Source: an optimization exercise on an open RTL-to-GDS flow (aim: small area). Production flows keep margins and buffers that such runs may drop.
Function was checked by simulation only, so behaviour that the tests miss may differ from the original.
The clock port is modelled as an ideal driver, which makes a skipped or thinned clock tree look cheaper than it is; a real chip needs a root buffer or a tree.
Power and IR drop assume default switching activity.

==> module DigitalClock, before the edit <==
module DigitalClock(
    input clk,  
    input rst,  
    input btnC, btnU, btnL, btnR, btnD,  
    input [2:0] sw,
    output reg [6:0] seg,
    output [3:0] an,
    output reg [0:0] led
    );
    reg [1:0]  cnt_hi;
    reg [12:0] cnt_lo;
    reg [7:0]  d_counter;
    reg [1:0]  current_LED;
    reg [2:0]  Sec_t;   
    reg [3:0]  Sec_u;   
    wire [6:0] Seconds = {Sec_t, Sec_u};
    reg [3:0]  Minutes;
    reg        current_bit;
    reg        Current_Mode;       
    reg [6:0]  Seconds_alarm, Seconds_alarm_reset;
    reg [3:0]  Minutes_alarm, Minutes_alarm_reset;
    reg [3:0]  dig;                
    reg [3:0]  mem0, mem2;   
    reg [2:0]  mem1;         
    reg [1:0]  mem3;         
    reg [3:0]  seg_code;           
    reg        fresh;              
    wire lo_zero12 = ~|cnt_lo[11:0];
    wire lo_last = cnt_lo[12] & lo_zero12;                    
    wire [12:0] lo_next = {cnt_lo[11:0], cnt_lo[12] ^ cnt_lo[3] ^ cnt_lo[2] ^ cnt_lo[0] ^ lo_zero12};
    wire full  = lo_last & (&cnt_hi);                         
    wire tick  = Current_Mode & ((|cnt_hi) | lo_last);        
    wire sec_inc = full & (~Current_Mode | sw[0]);
    wire d_z = ~(d_counter[0] | d_counter[3] | d_counter[4] | d_counter[7]);
    wire d_wrap  = d_z & d_counter[5];     
    wire d_start = d_z & ~d_counter[1];    
    wire [7:0] d_next = {d_counter[6:0], ~(d_counter[7] ^ d_counter[6] ^ d_counter[5] ^ d_counter[0])};
    wire [1:0] cl_next = current_LED + {1'b0, d_wrap};
    wire S_zero  = ~|Seconds;
    wire S_ge60  = Sec_t[2] & Sec_t[1];
    wire M_zero  = ~|Minutes;
    wire M_ge12  = Minutes[3] & Minutes[2];
    wire u9 = Sec_u[3] & Sec_u[0];
    wire u0 = ~|Sec_u;
    wire [6:0] S_inc = u9 ? {Sec_t + 3'd1, 4'd0} : {Sec_t, Sec_u + 4'd1};
    wire [6:0] S_dec = u0 ? {(Sec_t == 3'd0) ? 3'd5 : Sec_t - 3'd1, 4'd9} : {Sec_t, Sec_u - 4'd1};
    wire [3:0] M_inc = Minutes + 4'd1;
    wire [3:0] M_dec = (Minutes == 4'd1) ? 4'd12 : Minutes - 4'd1;
    wire restore = tick & sw[2];
    wire bt   = tick & ~sw[2];                    
    wire dS   = btnD & ~(S_zero & M_zero);        
    wire zS   = rst | S_ge60;
    wire sInc = ~zS & (sec_inc | (bt & ~current_bit & btnU & ~dS));
    wire sSr  = ~zS & ~sec_inc & restore;
    wire sDec = ~zS & ~sec_inc & bt & ~current_bit & dS;
    wire s59  = ~zS & ~sec_inc & ~Current_Mode & btnC;
    wire sHold = ~(zS | sInc | sSr | sDec | s59);
    wire [6:0] S1 = ({7{sInc}} & S_inc) | ({7{sSr}} & Seconds_alarm_reset) | ({7{sDec}} & S_dec)
                  | ({7{s59}} & 7'h59) | ({7{sHold}} & Seconds);
    wire zM   = rst | M_ge12;
    wire dM   = btnD & ~M_zero & (current_bit | S_zero);
    wire mInc = ~zM & (S_ge60 | (bt & current_bit & btnU & ~btnD) | (bt & current_bit & btnU & M_zero));
    wire mMr  = ~zM & ~S_ge60 & restore;
    wire mDec = ~zM & ~S_ge60 & bt & dM;
    wire mHold = ~(zM | mInc | mMr | mDec);
    wire [3:0] M1 = ({4{mInc}} & M_inc) | ({4{mMr}} & Minutes_alarm_reset) | ({4{mDec}} & M_dec)
                  | ({4{mHold}} & Minutes);
    wire M_ge10 = Minutes[3] & (Minutes[2] | Minutes[1]);
    reg [3:0] dig_next;
    always @* begin
        case (cl_next)
            2'd0: dig_next = Sec_u;
            2'd1: dig_next = {1'b0, Sec_t};
            2'd2: dig_next = M_zero ? 4'd2 : M_ge10 ? {2'b00, Minutes[2], Minutes[0]} : Minutes;
            default: dig_next = {3'b000, M_zero | M_ge10};
        endcase
    end
    reg [3:0] mem_cur;
    always @* begin
        case (current_LED)
            2'd0: mem_cur = mem0;
            2'd1: mem_cur = (&mem1) ? 4'd8 : {1'b0, mem1};
            2'd2: mem_cur = mem2;
            default: mem_cur = {mem3[1], 2'b00, mem3[0]};
        endcase
    end
    wire [1:0] shown = current_LED - {1'b0, d_start};
    assign an = fresh ? 4'b0000 : ~(4'b0001 << shown);
    wire [3:0] c = seg_code;
    always @* begin
        seg[0] = (~c[0] & ~c[1] & c[2]) | (c[0] & ~c[1] & ~c[2] & ~c[3]);
        seg[1] = (c[0] & ~c[1] & c[2]) | (~c[0] & c[1] & c[2]);
        seg[2] = ~c[0] & c[1] & ~c[2];
        seg[3] = (c[0] & ~c[1] & ~c[2]) | (~c[0] & ~c[1] & c[2]) | (c[0] & c[1] & c[2]);
        seg[4] = c[0] | (~c[1] & c[2]);
        seg[5] = (c[0] & c[1]) | (c[1] & ~c[2]) | (c[0] & ~c[2] & ~c[3]);
        seg[6] = (c[0] & c[1] & c[2]) | (~c[1] & ~c[2] & ~c[3]);
    end
    wire [10:0] sm_r = rst ? {7'd0, 4'd12} : {Seconds, Minutes};
    always @(posedge clk) begin
        {Sec_t, Sec_u} <= S1;    
        fresh <= rst;
        if (rst | (tick & sw[0]))
            led <= ~rst & (Minutes_alarm == Minutes) & (Seconds_alarm == Seconds);
        if (rst | (Current_Mode & btnC))
            {Seconds_alarm_reset, Minutes_alarm_reset} <= sm_r;
        if (rst | (tick & sw[1]))
            {Seconds_alarm, Minutes_alarm} <= sm_r;
        Minutes <= M1;
        if (rst) begin
            cnt_hi <= 0;
            cnt_lo <= 0;
            d_counter <= 8'h00;
            current_LED <= 0;
            current_bit <= 0;
            Current_Mode <= 1'b1;
            dig <= 0;
            mem0 <= 8; mem1 <= 7; mem2 <= 8; mem3 <= 2;
            seg_code <= 8;
        end else begin
            if (tick & ~sw[0]) begin
                cnt_hi <= 0;
                cnt_lo <= 0;
            end else begin
                cnt_hi <= cnt_hi + {1'b0, lo_last};
                cnt_lo <= lo_next;
            end
            d_counter <= d_wrap ? 8'h00 : d_next;
            current_LED <= cl_next;
            Current_Mode <= Current_Mode ^ btnC;
            if (!Current_Mode && btnC) current_bit <= 0;
            else if (tick && (btnL || btnR)) current_bit <= ~current_bit;
            dig <= dig_next;
            case (current_LED)
                2'd0: mem0 <= dig;
                2'd1: mem1 <= dig[2:0] | {3{dig[3]}};
                2'd2: mem2 <= dig;
                default: mem3 <= {dig[3], dig[0]};
            endcase
            seg_code <= mem_cur;
        end
    end
endmodule
clock: 10.0 ns
lec_check: 0
cap_margin: 20
core_margin: 2
core_utilization: 40
slew_margin: 20
standard.sh (not shown) runs the stock make flow with config.mk's settings and CLKGATE_MAP_FILE= SYNTH_SCRIPT=/design/flow/synth_recipe.tcl, a recipe that flattens the netlist after the stock synthesis.
==> flow/flow/run.sh <==
#!/bin/bash
# Own layout flow: the standard ORFS flow (standard.sh) with these changes:
#  - synthesis maps the logic with an area-oriented ABC script and without
#    extracting half/full adder cells (registers are mapped exactly as before);
#  - the smallest buffer cell on the ports;
#  - a one-level clock tree (flow/cts.tcl) in place of TritonCTS: four buf_12
#    buffers, each at the centre of a quarter of the flip-flops, driven by the
#    clock port.
set -euo pipefail
here=$(pwd)
export BUFFER_PORTS_ARGS="-buffer_cell sky130_fd_sc_hd__buf_1"
export ADDER_MAP_FILE=
export AREA_ABC_SCRIPT=$here/flow/area.abc
export FLOW_SYNTH_TCL=$here/synth_recipe.tcl
sed -e "s#SYNTH_SCRIPT=[^ ]*#SYNTH_SCRIPT=$here/flow/synth_area.tcl#" standard.sh > synth_area.sh
bash synth_area.sh synth > synth.log 2>&1
bash standard.sh place > place.log 2>&1
RESULTS_DIR=$here/orfs/results/sky130hd/DigitalClock/base CLK_K=4 CLK_LEAF=sky130_fd_sc_hd__buf_8 CLK_ROOT= CLK_SLEW_NS=0.110 \
  CLK_SIZES="sky130_fd_sc_hd__buf_8 sky130_fd_sc_hd__buf_12 sky130_fd_sc_hd__buf_16" \
  openroad -no_init -exit flow/cts.tcl > cts.log 2>&1
bash standard.sh finish > standard.log 2>&1
Other scripts of this flow, unchanged in this note and not shown: flow/flow/area.abc, flow/flow/cts.tcl, flow/flow/synth_area.tcl
Next try:
--- a/flow/design.v
+++ b/flow/design.v
@@ -40,14 +40,39 @@
     wire S_zero  = ~|Seconds;
     wire S_ge60  = Sec_t[2] & Sec_t[1];
     wire M_zero  = ~|Minutes;
     wire M_ge12  = Minutes[3] & Minutes[2];
-    wire u9 = Sec_u[3] & Sec_u[0];
-    wire u0 = ~|Sec_u;
-    wire [6:0] S_inc = u9 ? {Sec_t + 3'd1, 4'd0} : {Sec_t, Sec_u + 4'd1};
-    wire [6:0] S_dec = u0 ? {(Sec_t == 3'd0) ? 3'd5 : Sec_t - 3'd1, 4'd9} : {Sec_t, Sec_u - 4'd1};
-    wire [3:0] M_inc = Minutes + 4'd1;
-    wire [3:0] M_dec = (Minutes == 4'd1) ? 4'd12 : Minutes - 4'd1;
+    wire [3:0] u = Sec_u;
+    wire [2:0] t = Sec_t;
+    wire [3:0] m = Minutes;
+    wire u9 = u[3] & u[0];
+    wire u0 = ~(u[3] | u[2] | u[1] | u[0]);
+    wire [3:0] u_inc, u_dec, M_inc, M_dec;
+    wire [2:0] t_inc, t_dec;
+    assign u_inc[0] = ~u[0];
+    assign u_inc[1] = (u[0] & ~u[1] & ~u[3]) | (~u[0] & u[1]);
+    assign u_inc[2] = (u[0] & u[1] & ~u[2]) | (~u[0] & u[2]) | (~u[1] & u[2]);
+    assign u_inc[3] = (u[0] & u[1] & u[2]) | (~u[0] & u[3]);
+    assign u_dec[0] = ~u[0];
+    assign u_dec[1] = (u[0] & u[1]) | (~u[0] & ~u[1] & u[2]) | (~u[0] & u[3]);
+    assign u_dec[2] = (u[0] & u[2]) | (u[1] & u[2]) | (~u[0] & u[3]);
+    assign u_dec[3] = u0 | (u[0] & u[3]);
+    assign t_inc[0] = t[0] ^ u9;
+    assign t_inc[1] = (~t[0] & t[1]) | (t[1] & ~u9) | (t[0] & ~t[1] & u9);
+    assign t_inc[2] = t[2] | (t[0] & t[1] & u9);
+    assign t_dec[0] = t[0] ^ u0;
+    assign t_dec[1] = (t[1] & ~u0) | (t[0] & t[1]) | (~t[0] & t[2] & u0);
+    assign t_dec[2] = (t[2] & ~u0) | (~t[0] & ~t[1] & ~t[2] & u0) | (t[0] & t[2]);
+    assign M_inc[0] = ~m[0];
+    assign M_inc[1] = m[0] ^ m[1];
+    assign M_inc[2] = (m[0] & m[1] & ~m[2]) | (~m[0] & m[2]) | (~m[1] & m[2]);
+    assign M_inc[3] = (m[0] & m[1] & m[2]) | m[3];
+    assign M_dec[0] = ~m[0];
+    assign M_dec[1] = ~(m[0] ^ m[1]);
+    assign M_dec[2] = ~((m[1] & ~m[2]) | (~m[0] & ~m[1] & m[2]) | (m[0] & m[3]));
+    assign M_dec[3] = (m[0] & ~m[1] & ~m[2]) | (m[1] & m[3]);
+    wire [6:0] S_inc = {t_inc, u_inc};
+    wire [6:0] S_dec = {t_dec, u_dec};
     wire restore = tick & sw[2];
     wire bt   = tick & ~sw[2];                    
     wire dS   = btnD & ~(S_zero & M_zero);        
     wire zS   = rst | S_ge60;
@@ -96,29 +121,27 @@
         seg[4] = c[0] | (~c[1] & c[2]);
         seg[5] = (c[0] & c[1]) | (c[1] & ~c[2]) | (c[0] & ~c[2] & ~c[3]);
         seg[6] = (c[0] & c[1] & c[2]) | (~c[1] & ~c[2] & ~c[3]);
     end
-    wire [10:0] sm_r = rst ? {7'd0, 4'd12} : {Seconds, Minutes};
     always @(posedge clk) begin
         {Sec_t, Sec_u} <= S1;    
         fresh <= rst;
-        if (rst | (tick & sw[0]))
-            led <= ~rst & (Minutes_alarm == Minutes) & (Seconds_alarm == Seconds);
-        if (rst | (Current_Mode & btnC))
-            {Seconds_alarm_reset, Minutes_alarm_reset} <= sm_r;
-        if (rst | (tick & sw[1]))
-            {Seconds_alarm, Minutes_alarm} <= sm_r;
         Minutes <= M1;
         if (rst) begin
             cnt_hi <= 0;
             cnt_lo <= 0;
             d_counter <= 8'h00;
             current_LED <= 0;
             current_bit <= 0;
             Current_Mode <= 1'b1;
+            Seconds_alarm <= 0;
+            Minutes_alarm <= 12;
+            Seconds_alarm_reset <= 0;
+            Minutes_alarm_reset <= 12;
             dig <= 0;
             mem0 <= 8; mem1 <= 7; mem2 <= 8; mem3 <= 2;
             seg_code <= 8;
+            led <= 0;
         end else begin
             if (tick & ~sw[0]) begin
                 cnt_hi <= 0;
                 cnt_lo <= 0;
@@ -130,8 +153,18 @@
             current_LED <= cl_next;
             Current_Mode <= Current_Mode ^ btnC;
             if (!Current_Mode && btnC) current_bit <= 0;
             else if (tick && (btnL || btnR)) current_bit <= ~current_bit;
+            if (Current_Mode && btnC) begin
+                Seconds_alarm_reset <= Seconds;
+                Minutes_alarm_reset <= Minutes;
+            end
+            if (tick && sw[1]) begin
+                Seconds_alarm <= Seconds;
+                Minutes_alarm <= Minutes;
+            end
+            if (tick && sw[0])
+                led <= (Minutes_alarm == Minutes) && (Seconds_alarm == Seconds);
             dig <= dig_next;
             case (current_LED)
                 2'd0: mem0 <= dig;
                 2'd1: mem1 <= dig[2:0] | {3{dig[3]}};
The new run completed without violations.
Global-route usage goes up by 0.92 points.
Clock power barely changes.
Register-to-register slack gets worse by 520 ps.
Power goes down by 11%.
Cell area goes down by 2.6%.
Routed wire length goes down by 3.3%.
Sequential power goes down by 7.6%.
In every run of this note, the design's own scripts or RTL, not TritonCTS, make the clock network.

## what the ideal ports hide
In the flow no input, the clock included, has a driving cell. The finished layouts below were timed again as built, in two steps.
Step 1 assumes that a clkbuf_16 drives the clock port and a buf_2 every other input.
Step 2 moves the port delays by t, midway between the first and last clock arrival at a register: inputs arrive t later, outputs are due t later. That takes back most of the time a late clock gives input paths.
Three values: no drivers, after step 1, after step 2; two values: the first two.
run	t, ns	setup slack, ns	hold WS [ns]	latest minus earliest clock arrival (ns)	worst data-port slew with drivers (ns)
the first run	0.205	6.037 / 6.100 / 5.895	0.426 / 0.426 / 0.426	0.009 / 0.010	0.03
the second run	0.205	5.905 / 5.897 / 5.745	0.428 / 0.428 / 0.428	0.013 / 0.014	0.04
After both steps every run listed still meets setup and hold. For the second run, which loses most, drivers alone change the setup slack by -0.008 ns; drivers and shift together by -0.160 ns.
